From an optimization exercise on the open Yosys and OpenROAD flow, aimed at small area; shortcuts taken in it are not production practice. At most, simulation tests tie the RTL to the original design; equivalence was not proved. No functional check of the RTL was part of run 2.

==> flow/design.v, too long to show whole: its modules and the start of the top module <==
// module FA3: 4 lines
// module HA2: 4 lines
// module FFT16_SEQUENTIAL: 1347 lines
module FFT16_SEQUENTIAL(A, Y, CLK, START, DONE, RESET);
  // ...
==> flow/flow/run.sh <==
#!/bin/bash
# Own flow: the standard layout (standard synthesis, floorplan, placement,
# CTS, routing) with one change: the buffers that placement puts on the input
# and output ports are sky130_fd_sc_hd__buf_1 cells. Every port is still buffered.
set -euo pipefail
cd "$(dirname "$0")/.."
export BUFFER_PORTS_ARGS="-buffer_cell sky130_fd_sc_hd__buf_1"
bash standard.sh > standard_flow.log 2>&1
==> flow/standard.sh <==
#!/bin/bash
# synth_recipe.tcl (not shown) runs the flow's synth.tcl, then flattens the netlist and writes it again
# the make line also repeats each setting of config.mk as NAME=value (left out here)
make -C /OpenROAD-flow-scripts/flow DESIGN_CONFIG=/design/flow/config.mk WORK_HOME=/design/flow/orfs CLKGATE_MAP_FILE= SYNTH_SCRIPT=/design/flow/synth_recipe.tcl "${@:-finish}"
==> flow/config.mk <==
export PLATFORM = sky130hd
export DESIGN_NAME = FFT16_SEQUENTIAL
export DESIGN_NICKNAME = FFT16_SEQUENTIAL
export VERILOG_FILES = /design/flow/design.v
export SDC_FILE = /design/flow/constraint.sdc
export NUM_CORES = 4
export LEC_CHECK = 0
export CAP_MARGIN = 20
export CORE_MARGIN = 2
export CORE_UTILIZATION = 40
export CTS_CLUSTER_DIAMETER = 80
export CTS_CLUSTER_SIZE = 30
export SETUP_SLACK_MARGIN = 0.2
export SLEW_MARGIN = 20
export SYNTH_HIERARCHICAL = 1
==> flow/constraint.sdc <==
create_clock -name core_clock -period 14.0 [get_ports {CLK}]
set_input_delay 2.8000 -clock core_clock [delete_from_list [all_inputs] [get_ports {CLK}]]
set_output_delay 2.8000 -clock core_clock [all_outputs]
set_load 0.01 [all_outputs]
==> results.txt, run 1 <==
* Non-clock inverter count in the final layout at 168
* Most common flop cell mapped by yosys: sky130_fd_sc_hd__dfxtp_1
* Worst setup path startpoint: STATE[0]
* Vias in the first global route at 20,885
* Worst path required time at 14,480 ps
* Termination of the worst setup path: T[12][15]
* Launching element type of the critical path: flip-flop
* Result of the run: finished clean
* Core Box Area at 83,800 um^2
* Met2 routed WL at 43,400 um
* Sequential share of cell area at 0.281
* Placed cell areas at 36,000 um^2
* Portion of the clock cycle consumed by the worst path in the final layout at 0.973
* Post-synth EDFFs at 0
* Crit path max fanout at 4
* Post-DP HPWL at 72,200 um
* Aggregate global-route resource usage at 0.205
* Number of cells on the critical path at 48
* Std cell rows at 106
* Terminating pin of the worst hold path: T[8][19]
* Initial Utilization at 0.405
* Violation count after the first detailed-route iteration at 846
* Mapped cell area at 34,000 um^2
==> run 2: changes to the inputs <==
--- a/flow/design.v
+++ b/flow/design.v
@@ -43,39 +43,52 @@
     for (b = 0; b < 4; b = b + 1) begin : ph1
         wire [1:0] br = k[1:0] - 2'd2 - b;
         wire [1:0] e  = n * br;
         wire       f  = (b % 2 == 1) ? n[0] : 1'b0;
         wire       sr = (f ? (e[0] ^ e[1]) : e[1]) & act;
         wire       si = (f ? e[1] : (e[0] ^ e[1])) & act;
         wire [31:0] acc = init ? 32'd0 : T[0][b];
         wire [15:0] yr, yi;
-        wire [15:0] br_ = xh ^ {16{sr}};
-        wire [15:0] bi_ = xl ^ {16{si}};
+        wire [15:0] br_, bi_;
+        wire        sr_, si_;
+        if (b == 0 || b == 3) begin : own
+            assign br_ = xh ^ {16{sr}};
+            assign bi_ = xl ^ {16{si}};
+            assign sr_ = sr;
+            assign si_ = si;
+        end else begin : shared
+            assign br_ = ph1[(b + 2) % 4].br_;
+            assign bi_ = ph1[(b + 2) % 4].bi_;
+            assign sr_ = ph1[(b + 2) % 4].sr_;
+            assign si_ = ph1[(b + 2) % 4].si_;
+        end
         wire [16:0] cr_, ci_;
-        assign cr_[0] = sr;
-        assign ci_[0] = si;
+        assign cr_[0] = sr_;
+        assign ci_[0] = si_;
         genvar t;
         for (t = 0; t < 16; t = t + 1) begin : fa_
             FA3 ur (.a(acc[16+t]), .b(br_[t]), .c(cr_[t]), .s(yr[t]), .co(cr_[t+1]));
             FA3 ui (.a(acc[t]),    .b(bi_[t]), .c(ci_[t]), .s(yi[t]), .co(ci_[t+1]));
         end
         assign tap[b] = {yr, yi};
     end
 endgenerate
 wire        a_p   = (STATE == 6'd15) | (STATE == 6'd17);
 wire        a_q   = (STATE == 6'd14) | (STATE == 6'd16);
 wire        a_n1  = (STATE == 6'd17);
 wire        a_n2  = a_n1 ^ a_q;
+wire        a_x1  = a_n1 ^ a_p;
+wire        a_x2  = a_n2 ^ a_p;
 wire [31:0] a_in  = a_p ? T[2][0] : T[1][1];
 wire [15:0] a_pp  = a_in[31:16];
 wire [15:0] a_qq  = a_in[15:0];
 wire [15:0] a_d1, a_d2;
-wire [15:0] a_p1 = a_pp ^ {16{a_n1}}, a_q1 = a_qq ^ {16{a_n1}};
-wire [15:0] a_p2 = a_pp ^ {16{a_n2}}, a_q2 = a_qq ^ {16{a_n2}};
+wire [15:0] a_p1 = a_pp ^ {16{a_x1}}, a_q1 = a_qq ^ {16{a_x1}};
+wire [15:0] a_p2 = a_pp ^ {16{a_x2}}, a_q2 = a_qq ^ {16{a_x2}};
 wire dpx1, dpx2;
 HA2 dpx1_ha (.a(a_p1[14]), .b(a_p1[9]), .s(dpx1), .co(dpx2));
 wire dpx3, dpx4;
 FA3 dpx3_fa (.a(~a_p1[15]), .b(a_p1[10]), .c(~a_p1[7]), .s(dpx3), .co(dpx4));
 wire dpx5, dpx6;
 HA2 dpx5_ha (.a(a_p1[10]), .b(a_p1[5]), .s(dpx5), .co(dpx6));
 wire dpx7, dpx8;
 FA3 dpx7_fa (.a(a_p1[11]), .b(a_p1[6]), .c(~a_p1[3]), .s(dpx7), .co(dpx8));
@@ -1207,48 +1220,58 @@
     for (i = 0; i < 4; i = i + 1)
         for (j = 0; j < 4; j = j + 1)
             T[(i + 1) % 4][(j + 1) % 4] <= T[i][j];
     T[1][1] <= hswap(tap[0]);
     T[1][2] <= tap[1];
     T[1][3] <= tap[2];
     T[1][0] <= hswap(tap[3]);
     T[2][2] <= a_q ? {a_d1, a_d2} : hswap(T[1][1]);
-    T[3][1] <= a_p ? {a_d1, a_d2} : T[2][0];
+    T[3][1] <= ~(a_p ? {a_d1, a_d2} : T[2][0]);
     T[2][1] <= h_r ? {h_y1, h_y2} : T[1][0];
-    T[3][0] <= h_s ? {h_y1, h_y2} : hswap(T[2][3]);
+    T[3][0] <= ~(h_s ? {h_y1, h_y2} : hswap(T[2][3]));
 end
 wire [3:0]  kk = STATE[3:0] - 4'd2;
 wire [1:0]  q  = kk[3:2];
 reg  [1:0]  fr;
 always @(*) begin
     case (kk)
         4'd0:  fr = 2'b01;  4'd1:  fr = 2'b11;  4'd2:  fr = 2'b01;  4'd3:  fr = 2'b00;
         4'd4:  fr = 2'b10;  4'd5:  fr = 2'b00;  4'd6:  fr = 2'b10;  4'd7:  fr = 2'b11;
         4'd8:  fr = 2'b01;  4'd9:  fr = 2'b11;  4'd10: fr = 2'b01;  4'd11: fr = 2'b00;
         4'd12: fr = 2'b10;  4'd13: fr = 2'b00;  4'd14: fr = 2'b10;  default: fr = 2'b11;
     endcase
 end
+reg  [1:0]  iv;
+always @(*) begin
+    case (kk)
+        4'd0: iv = 2'b00;  4'd1: iv = 2'b11;  4'd2: iv = 2'b10;  4'd3: iv = 2'b11;
+        4'd4: iv = 2'b11;  4'd5: iv = 2'b00;  4'd6: iv = 2'b01;  4'd7: iv = 2'b00;
+        4'd8: iv = 2'b00;  4'd9: iv = 2'b11;  4'd10: iv = 2'b10;  4'd11: iv = 2'b11;
+        4'd12: iv = 2'b11;  4'd13: iv = 2'b00;  4'd14: iv = 2'b01;  default: iv = 2'b00;
+    endcase
+end
 wire [15:0] rr0, rr1, rr2, rr3, ri0, ri1, ri2, ri3;
 wire [15:0] rr [0:3];
 wire [15:0] ri [0:3];
 assign rr0 = rr[0]; assign rr1 = rr[1]; assign rr2 = rr[2]; assign rr3 = rr[3];
 assign ri0 = ri[0]; assign ri1 = ri[1]; assign ri2 = ri[2]; assign ri3 = ri[3];
 wire [3:0]  cr, ci;
 generate
     for (b = 0; b < 4; b = b + 1) begin : ph2
         wire [1:0] g  = kk[1:0] + 2'd2 - b;
         wire [1:0] e  = g * q + ((kk[1:0] == 2'd2 && g == 2'd2) ? 2'd1 : 2'd0);
         wire       f  = (b == 1) ? fr[0] : (b == 3) ? fr[1] : 1'b0;
         wire       sw = e[0] ^ f;
         wire [31:0] s = T[b][0];
         assign cr[b] = e[1];
         assign ci[b] = e[0] ^ e[1];
-        assign rr[b] = (sw ? s[15:0]  : s[31:16]) ^ {16{cr[b]}};
-        assign ri[b] = (sw ? s[31:16] : s[15:0])  ^ {16{ci[b]}};
+        wire       v  = (b == 2) ? iv[0] : (b == 3) ? iv[1] : 1'b0;
+        assign rr[b] = (sw ? s[15:0]  : s[31:16]) ^ {16{cr[b] ^ v}};
+        assign ri[b] = (sw ? s[31:16] : s[15:0])  ^ {16{ci[b] ^ v}};
     end
 endgenerate
 wire [15:0] yr, yi;
 wire [15:0] psr_s1, psr_c1, psr_s2, psr_c2, psr_c3;
 wire psr_u1 = |cr;
 wire psr_u2 = (cr[0] & cr[1]) | (cr[0] & cr[2]) | (cr[0] & cr[3]) | (cr[1] & cr[2]) | (cr[1] & cr[3]) | (cr[2] & cr[3]);
 wire psr_u3 = (cr[0] & cr[1] & cr[2]) | (cr[0] & cr[1] & cr[3]) | (cr[0] & cr[2] & cr[3]) | (cr[1] & cr[2] & cr[3]);
 FA3 psr_ia0 (.a(rr0[0]), .b(rr1[0]), .c(rr2[0]), .s(psr_s1[0]), .co(psr_c1[0]));
==> flow/run.sh (new file) <==
#!/bin/bash
# synth_recipe.tcl (not shown) runs the flow's synth.tcl, then flattens the netlist and writes it again
# the make line also repeats each setting of config.mk as NAME=value (left out here)
make -C /OpenROAD-flow-scripts/flow DESIGN_CONFIG=/design/flow/config.mk WORK_HOME=/design/flow/orfs CLKGATE_MAP_FILE= SYNTH_SCRIPT=/design/flow/synth_recipe.tcl finish
removed: flow/flow/run.sh
removed: flow/standard.sh
==> run 2 against run 1 <==
Effect of this change: still clean on timing, DRC and antenna; clock skew increased by 6.8 ps; core utilization increased by 0.77 points; non-clock buffer count increased by 25.
==> results.txt, run 2 <==
* Antenna-violating nets left at 0 (unchanged)
* Mapped cell area at 34,000 um^2 (about the same)
* Residual overflow from global routing at 0 (unchanged)
* Final Net Count at 3,517 (was 3,410)
* Mean Syn Cell Area at 12.7 um^2 (was 13.1 um^2)
* H-tree lvl count at 1 (unchanged)
* Pin count of the biggest net entering global routing at 69 (was 66)
* First-pass GRT wire length at 135,000 um (was 132,000 um)
* Worst slew margin relative to its limit at 0.277 (was 0.272)
* Worst-case reg-to-reg path depth at 45 (was 48)
* Post-synth ARST share at 0 (unchanged)
* Port Buffers at 67 (unchanged)
* Most used standard cells in the synthesized netlist: sky130_fd_sc_hd__fa_1, sky130_fd_sc_hd__dfxtp_1, sky130_fd_sc_hd__mux2i_1 (was sky130_fd_sc_hd__fa_1, sky130_fd_sc_hd__dfxtp_1, sky130_fd_sc_hd__xnor2_1)
* Warnings, synthesis at 8 (unchanged)
* Wire length per cell at 22.3 um (was 22.5 um)
* Overall die width at 296 um (was 295 um)
* Portion of synthesized cell area occupied by the leading cell type at 0.363 (was 0.364)
* Antenna diode count at 0 (was 1)
* Aggregate global-route resource usage at 0.207 (was 0.205)
* Result of the run: finished clean (unchanged)
* Worst path required time at 14,480 ps (about the same)
* Via count at 19,687 (was 18,154)
* Hold crit path type: reg2reg (unchanged)
* Biggest regs: T (512), STATE (6), LAST_START (1) (unchanged)
* Count of boundary I/O pins at 68 (unchanged)
* Most common cell type on the critical path: sky130_fd_sc_hd__fa_2 (unchanged)
* Vias in the first global route at 22,207 (was 20,885)
* Post-DP HPWL at 73,200 um (was 72,200 um)
* Critical path arrival at 13,960 ps (was 14,100 ps)
* Crit path kind: reg2reg (unchanged)
* Number of cells on the critical path at 45 (was 48)
* Most flops, register: T (unchanged)
* Die outline height at 296 um (was 295 um)
* RR Startpoint: STATE[1] (was STATE[0])
* Setup-failing EPs final at 0 (unchanged)
* Drt total wl at 87,200 um (was 85,700 um)
* Buf+Inv Stages, Crit Path at 6 (was 10)
* Core Box Area at 84,000 um^2 (was 83,800 um^2)
* Fraction of layout cells with a size suffix above 1 at 0.126 (was 0.150)
* Router iterations before antenna repair at 5 (unchanged)
* Most common flop cell mapped by yosys: sky130_fd_sc_hd__dfxtp_1 (unchanged)
* Clock buffer count from CTS at 24 (unchanged)
* Clock Skew at 36.3 ps (was 29.6 ps)
* CTS tree: built (unchanged)
* Slowest stage delay, CP at 500 ps (was 580 ps)
* RSZ-0062 raised after global routing: yes (unchanged)
* Library cell used as clock root buffer: sky130_fd_sc_hd__clkbuf_16 (unchanged)
* Proportion of synthesized chip area in sequential cells at 0.306 (about the same)
* Synthesized Nets at 3,427 (was 3,332)
* Reg2Reg Capture Point: T[9][31] (was T[12][15])
* End-of-flow core utilization at 0.449 (was 0.442)
* Most frequent standard cell in the layout excluding fill and tap cells: sky130_fd_sc_hd__fa_1 (unchanged)
* Kind of end point of the critical path: flip-flop (unchanged)
* Via density at 5.03 (was 4.77)
* Setup slack after layout at 523 ps (was 382 ps)
* Termination of the worst setup path: T[9][31] (was T[12][15])
* Top delay family on crit path: adder cells (unchanged)
* Final count of pins violating max slew at 0 (unchanged)
* Setup slack after placement at -13.7 ps (was -22.8 ps)
* Most frequent cell after synthesis: sky130_fd_sc_hd__fa_1 (unchanged)
* GPL Wtd Cong at 0.912 (was 0.907)
* Area of the die at 87,300 um^2 (about the same)
* Clock insertion delay at the later pin of the skew report at 590 ps (about the same)
* Violation count after the first detailed-route iteration at 914 (was 846)
* Synth-to-Final Area Change at 10.9% (was 8.94%)
* Number of remaining DRC errors at 0 (unchanged)
* Max FFs per register at 512 (unchanged)
* Final hold vios at 0 (unchanged)
* Slew at the pin with the worst max-slew slack at 1070 ps (was 1090 ps)
* Cell count after synthesis at 2,682 (was 2,586)
* Most used cells in the layout excluding fill and tap cells: sky130_fd_sc_hd__fa_1, sky130_fd_sc_hd__dfxtp_1, sky130_fd_sc_hd__mux2i_1 (was sky130_fd_sc_hd__fa_1, sky130_fd_sc_hd__dfxtp_1, sky130_fd_sc_hd__xnor2_1)
* Leading post-synthesis cells by cell area: sky130_fd_sc_hd__fa_1, sky130_fd_sc_hd__dfxtp_1, sky130_fd_sc_hd__mux2i_1 (was sky130_fd_sc_hd__fa_1, sky130_fd_sc_hd__dfxtp_1, sky130_fd_sc_hd__xnor2_1)
* Initial antenna violation count at 4 (was 0)
* Number of buffers between clock root and the deepest sink at 3 (unchanged)
* Reported max-cap violation count at 0 (unchanged)
* Synth area leader: sky130_fd_sc_hd__fa_1 (unchanged)
* Upper clock frequency limit at 74.2 MHz (was 73.4 MHz)
* Launching element type of the critical path: flip-flop (unchanged)
* Unique masters post-synth at 67 (was 58)
* Crit path max fanout at 5 (was 4)
* Worst-path clk slew at 120 ps (was 110 ps)
* Synthesized flop and latch total at 519 (unchanged)
* Post-synth EDFFs at 0 (unchanged)
* CP max stage cell: sky130_fd_sc_hd__fa_1 (unchanged)
* Register-to-Register Setup Slack at 520 ps (was 380 ps)
* Std cell rows at 106 (unchanged)
* Initial Utilization at 0.405 (about the same)
* Worst setup path startpoint: STATE[1] (was STATE[0])
* Sink Count at 519 (unchanged)
* Portion of the clock cycle consumed by the worst path in the final layout at 0.963 (was 0.973)
* Post-layout minimum cycle time at 13,480 ps (was 13,620 ps)
[run 2: cell count changes after synthesis, moves of 11 or more]
cell,previous run,this run
sky130_fd_sc_hd__nor2_1,43,95
sky130_fd_sc_hd__xnor2_1,267,202
sky130_fd_sc_hd__mux2_2,173,78
sky130_fd_sc_hd__buf_2,54,43
sky130_fd_sc_hd__clkbuf_1,31,52
sky130_fd_sc_hd__o21ai_0,27,77
sky130_fd_sc_hd__xor2_1,101,72
sky130_fd_sc_hd__a21oi_1,39,81
sky130_fd_sc_hd__mux2i_1,150,226
sky130_fd_sc_hd__o211ai_1,2,35
[run 2: repair_timing]
action | 4_1_cts | 5_1_grt
setup endpoints to repair | 8 | 10
gates resized for setup | 15 | 35
hold buffers | 0 | 0
pin swaps | 11 | 28
buffers inserted | 12 | 7
[run 2: worst register-to-register path: cells and delay by family, from the launching register on]
family	cells	cell delay, ps
simple gates	2	450
mux	3	670
fa+ha+maj	33	11270
buf+inv	6	540
compound gates	1	60
flops	1	370
[run 2: cell type report]
class | instances | area (um^2)
Clock buffer | 27 | 643
Clock inverter | 10 | 165
Fill cell | 7682 | 46200
Inverter | 159 | 599
Multi-Input combinational cell | 1896 | 23000
Sequential cell | 519 | 10400
Tap cell | 1134 | 1420
Timing Repair Buffer | 172 | 1520
[run 2: per-module statistics from Yosys, one instance, submodules excluded]
| module | copies in the design | flip-flops and latches |
|---|---|---|
| FA3 | 587 | 0 |
| FFT16_SEQUENTIAL | 1 | 519 |
| HA2 | 59 | 0 |
[run 2: metrics by stage]
| step | std cells | TNS, ps | hold WS (ps) | instance area, um^2 |
|---|---|---|---|---|
| after global routing | 3917 | 0 | 323 | 37700 |
| after CTS | 3910 | 0 | 323 | 37500 |
| after floorplan | 2682 | 0 | 310 | 34200 |
| final | 3917 | 0 | 323 | 37700 |
| after global placement | 3861 | 0 | 310 | 36600 |
| after detailed placement | 3861 | -13.7 | 312 | 36600 |
[run 2: worst min path at each step]
stage | startpoint | end | cells after the start
after floorplan | T[15][0] | T[0][0] | 0
after global placement | T[7][30] | T[8][30] | 0
after detailed placement | T[15][10] | T[0][10] | 0
after CTS | T[7][22] | T[8][22] | 0
after global routing | T[13][9] | T[2][9] | 0
final | T[7][22] | T[8][22] | 0
[run 2: metal layers]
layer	routed length (um)	track usage	vias to the layer above	share of wire
met5	0	0	-	0
met4	1730	0.0390	0	0.020
met3	4500	0.0321	86	0.052
met2	39700	0.326	443	0.46
met1	41300	0.305	10354	0.47
li1	-	-	8804	-
[run 2: logic make-up (layout without fill, tap and decap cells)]
| kind of cell | after synthesis | count (layout) | share of synthesized area |
|---|---|---|---|
| muxes | 304 | 304 | 0.0924 |
| DFF | 519 | 519 | 0.306 |
| adders and majority gates | 715 | 715 | 0.399 |
| and+or+nand+nor | 351 | 351 | 0.0525 |
| AOI/OAI and AO/OA | 246 | 246 | 0.0437 |
| buffers and inverters | 267 | 368 | 0.0321 |
| xor gates and xnor gates | 280 | 280 | 0.0748 |

-- static timing again, ports no longer ideal --
In the flow no input, the clock included, has a driving cell. The finished layouts below were timed again as built, in two steps.
Step 1, drivers: a clkbuf_16 drives CLK and a buf_2 each remaining input, both assumed.
Step 2 moves the port delays by t, midway between the first and last clock arrival at a register: inputs arrive t later, outputs are due t later. That takes back most of the time a late clock gives input paths.
Three values: ideal, step 1, step 2; two values: the first two.
run | t, ns | slack for setup (ns) | worst slew at a driven data input, ns
run 1 | 0.636 | 0.382 / 0.382 / 0.382 | 0.04
run 2 | 0.639 | 0.523 / 0.523 / 0.523 | 0.04
After both steps setup and hold are still met in every run listed.
